Context: an optimization exercise on an open-source flow, tuned for small area. The choices shown serve that exercise and are no tape-out recipe.
Where RTL was checked, it was by simulation tests only, not by an equivalence proof against the original.
No activity file was given, so power comes from the tool's default toggle rates.

== run A ==
## traffic_light_top
module traffic_light_top #(
  parameter int unsigned F_CLK_HZ      = 1_000,
  parameter int unsigned T_GREEN_S_THR = 30,  
  parameter int unsigned T_GREEN_S_LT  = 10,  
  parameter int unsigned T_YELLOW_S    = 3,
  parameter int unsigned T_ALLRED_S    = 1,
  parameter int unsigned T_DEBOUNCE_MS = 20
)
(
  input  logic        clk,
  input  logic        rst_n,
  input  logic [11:0] btn_raw,
  output logic a_straight_r, a_straight_y, a_straight_g,
  output logic a_left_r,     a_left_y,     a_left_g,
  output logic a_p_r,        a_p_g,
  output logic b_straight_r, b_straight_y, b_straight_g,
  output logic b_left_r,     b_left_y,     b_left_g,
  output logic b_p_r,        b_p_g
);
  logic       jump_req;
  logic [1:0] jump_phase;
  logic       accept_jump;
  btn_interface #(
    .F_CLK_HZ(F_CLK_HZ),
    .T_DEBOUNCE_MS(T_DEBOUNCE_MS)
  ) u_btn_if (
    .clk         (clk),
    .rst_n       (rst_n),
    .btn_raw     (btn_raw),
    .accept_jump (accept_jump),
    .jump_req    (jump_req),
    .jump_phase  (jump_phase)
  );
  logic [1:0] mode, phase;
  tl_fsm #(
    .F_CLK_HZ      (F_CLK_HZ),
    .T_GREEN_S_THR (T_GREEN_S_THR),
    .T_GREEN_S_LT  (T_GREEN_S_LT),
    .T_YELLOW_S    (T_YELLOW_S),
    .T_ALLRED_S    (T_ALLRED_S)
  ) u_fsm (
    .clk         (clk),
    .rst_n       (rst_n),
    .jump_req    (jump_req),
    .jump_phase  (jump_phase),
    .accept_jump (accept_jump),
    .mode        (mode),
    .phase       (phase)
  );
  light_mapper u_map (
    .mode            (mode),
    .phase           (phase),
    .a_straight_r    (a_straight_r),
    .a_straight_y    (a_straight_y),
    .a_straight_g    (a_straight_g),
    .a_left_r        (a_left_r),
    .a_left_y        (a_left_y),
    .a_left_g        (a_left_g),
    .a_p_r           (a_p_r),
    .a_p_g           (a_p_g),
    .b_straight_r    (b_straight_r),
    .b_straight_y    (b_straight_y),
    .b_straight_g    (b_straight_g),
    .b_left_r        (b_left_r),
    .b_left_y        (b_left_y),
    .b_left_g        (b_left_g),
    .b_p_r           (b_p_r),
    .b_p_g           (b_p_g)
  );
endmodule
For scale: ~370 cells after synthesis, about 30 I/O pins, ~4600 sq um of cells after synthesis.
clock: 10.0 ns
lec_check: 0
cap_margin: 20
core_margin: 2
core_utilization: 40
cts_buf_list: sky130_fd_sc_hd__clkbuf_8
slew_margin: 20
run.sh (not shown) runs the stock make flow with config.mk's settings and CLKGATE_MAP_FILE= SYNTH_SCRIPT=/design/flow/synth_recipe.tcl, a recipe that flattens the netlist after the stock synthesis.
Changes in run B relative to run A:
- CTS_BUF_LIST changed from sky130_fd_sc_hd__clkbuf_8 to sky130_fd_sc_hd__clkbuf_4
- CTS_CLUSTER_SIZE newly set to 30
- CTS_CLUSTER_DIAMETER newly set to 100
==> comparison <==
- Looking at overall routed net length, run B sits 1.0% below run A.
- Worst reg-to-reg path cell count came out exactly the same in run A and run B.
- Delta (run B minus run A): post-route minimum period now larger, final cell area excluding filler cells lower, total power moved down, switching part of the total rose 1.1 points.
- Run B vs run A — wire length of the first global-routing pass dropped slightly
- From run A to run B the numbers moved as follows: clock share of power now smaller; maximum fanout along the worst path shows no meaningful change.
- [compare] base=run A new=run B: sequential share of layout area higher, setup slack lower.
For run C, these inputs were changed with respect to run B:
- swapping sky130_fd_sc_hd__clkbuf_4 for sky130_fd_sc_hd__clkbuf_8 in CTS_BUF_LIST
- swapping 30 for 40 in CTS_CLUSTER_SIZE
- swapping 100 for 150 in CTS_CLUSTER_DIAMETER
## What came out
Lower data arrival time at the worst-slack endpoint among run C and run B: run C. When run C is measured against run B, its via count turns out 0.30% higher. Looking at clock power, run C sits about 36% above run B.
Input changes introduced in run D (baseline for comparison: run C):
- CTS_BUF_LIST: sky130_fd_sc_hd__clkbuf_8 -> sky130_fd_sc_hd__clkbuf_4
- CTS_CLUSTER_DIAMETER: 150 -> unset
- CTS_CLUSTER_SIZE: 40 -> unset
Notes after the runs:
- Run D ended with less power spent charging and discharging nets than run C.
- Compare run D and run C | first-iteration DRC count higher: run C
- Going from run C to run D, design area lost 140 sq um; worst setup slack lost 76 ps.
- Compared with run C, in run D data arrival time of the critical path saw an increase; share of the cycle needed by the critical path after routing saw an increase; power consumption saw a decrease.
- Via count: run D < run C
- Number of global-route vias before repair: run C vs run D — no meaningful difference
- Run C has lower sequential share of cell area than run D.
- On count of TritonRoute iterations in the first routing pass, run D and run C are basically level.
The following lists how run E was set up differently from run D:
- clearing CTS_BUF_LIST, which used to be sky130_fd_sc_hd__clkbuf_4
==> run notes <==
- Run E ended up with a lower register clock-pin slew on the reported worst setup and hold paths than run D did.
- Run E ends up with a worst hold slack that is 6.4 ps lower than in run D.
- Relative to run D, routing usage on met1 increased by 0.19 points in run E.
- The switching part of the total in run E was lower than what run D gave.
- Compare run E and run D | part of the power in the clock network lower: run D
- Reported for run E and run D, number of buffers inserted to repair setup after CTS turned out identical to the last digit.
- Between run E and run D, it is run E whose routed wire length on met3 is higher, by 13%.
- Diff run D -> run E: sequential share of layout area went down, combinational group share of total power went down, share of cells above drive strength 1 went up, via count went up.
No functional check of the RTL was part of any run of this note.

---

Another version of the RTL of traffic_light_top (not shown whole).
Size in the first run: roughly 120 flip-flops, about 30 I/O pins, ~4200 um^2 of cells after synthesis.
==> flow/config.mk <==
export PLATFORM = sky130hd
export DESIGN_NAME = traffic_light_top
export DESIGN_NICKNAME = traffic_light_top
export VERILOG_FILES = /design/flow/design.v
export SDC_FILE = /design/flow/constraint.sdc
export NUM_CORES = 4
export LEC_CHECK = 0
export CAP_MARGIN = 20
export CORE_MARGIN = 2
export CORE_UTILIZATION = 60
export CTS_BUF_LIST = sky130_fd_sc_hd__clkbuf_4
export SLEW_MARGIN = 20
==> flow/constraint.sdc <==
create_clock -name core_clock -period 10.0 [get_ports {clk}]
set_input_delay 2.0000 -clock core_clock [delete_from_list [all_inputs] [get_ports {clk}]]
set_output_delay 2.0000 -clock core_clock [all_outputs]
set_load 0.01 [all_outputs]
standard.sh (not shown) runs the stock make flow with config.mk's settings and CLKGATE_MAP_FILE= SYNTH_SCRIPT=/design/flow/synth_recipe.tcl, a recipe that flattens the netlist after the stock synthesis.
==> flow/flow/run.sh <==
#!/bin/bash
export BUFFER_PORTS_ARGS="-buffer_cell sky130_fd_sc_hd__buf_1"
export CTS_ARGS="-sink_clustering_enable -repair_clock_nets -buf_list sky130_fd_sc_hd__clkbuf_4 -dont_use_dummy_load"
bash standard.sh > standard.log 2>&1
Change:
- CORE_UTILIZATION: 60 -> 40
Effect: Global-route usage shrinks by 6.9 points; combinational power shrinks by a few percent; synthesized cell count does not change; cell count grows by a little under a tenth; critical path depth does not change; via count barely changes; clock-buffer cell count does not change; non-clock buffer count is unchanged.

-- static timing again, ports no longer ideal --
How much do the figures lean on ideal ports? The routed layouts below were timed once more, with nothing changed but the port constraints.
Step 1 (the two cells are an assumption about what drives the block):
set clk [get_ports {clk}]
set_driving_cell -lib_cell sky130_fd_sc_hd__clkbuf_16 $clk
set_driving_cell -lib_cell sky130_fd_sc_hd__buf_2 [delete_from_list [all_inputs] $clk]
Step 2, shift: input delay + t, output delay - t, t = (earliest + latest rising clock arrival at the registers) / 2. This alone moves slack from input paths to output paths.
Slacks: no drivers / after step 1 / after step 2; pairs: no drivers / after step 1.
| run | t (ns) | slack for setup (ns) | worst setup path after step 2 | clock arrival spread, ns | slew at the worst register clock pin (ns) |
|---|---|---|---|---|---|
| run A | 0.453 | 5.975 / 5.942 / 6.395 | register to output | 0.012 / 0.012 | 0.07 / 0.07 |
| run B | 0.522 | 5.899 / 5.869 / 6.391 | register to output | 0.019 / 0.019 | 0.11 / 0.11 |
| run C | 0.453 | 5.975 / 5.942 / 6.395 | register to output | 0.012 / 0.012 | 0.07 / 0.07 |
| run D | 0.522 | 5.899 / 5.869 / 6.391 | register to output | 0.019 / 0.019 | 0.11 / 0.11 |
| run E | 0.435 | 6.007 / 5.972 / 6.407 | register to output | 0.009 / 0.009 | 0.06 / 0.06 |
| the first run of note 2 | 0.504 | 6.373 / 6.342 / 6.625 | input, reset recovery | 0.056 / 0.056 | 0.12 / 0.12 |
| the second run of note 2 | 0.497 | 6.396 / 6.366 / 6.601 | input, reset recovery | 0.046 / 0.046 | 0.12 / 0.12 |
After both steps setup and hold are still met in every run listed. The worst setup slack also covers recovery checks on asynchronous resets.
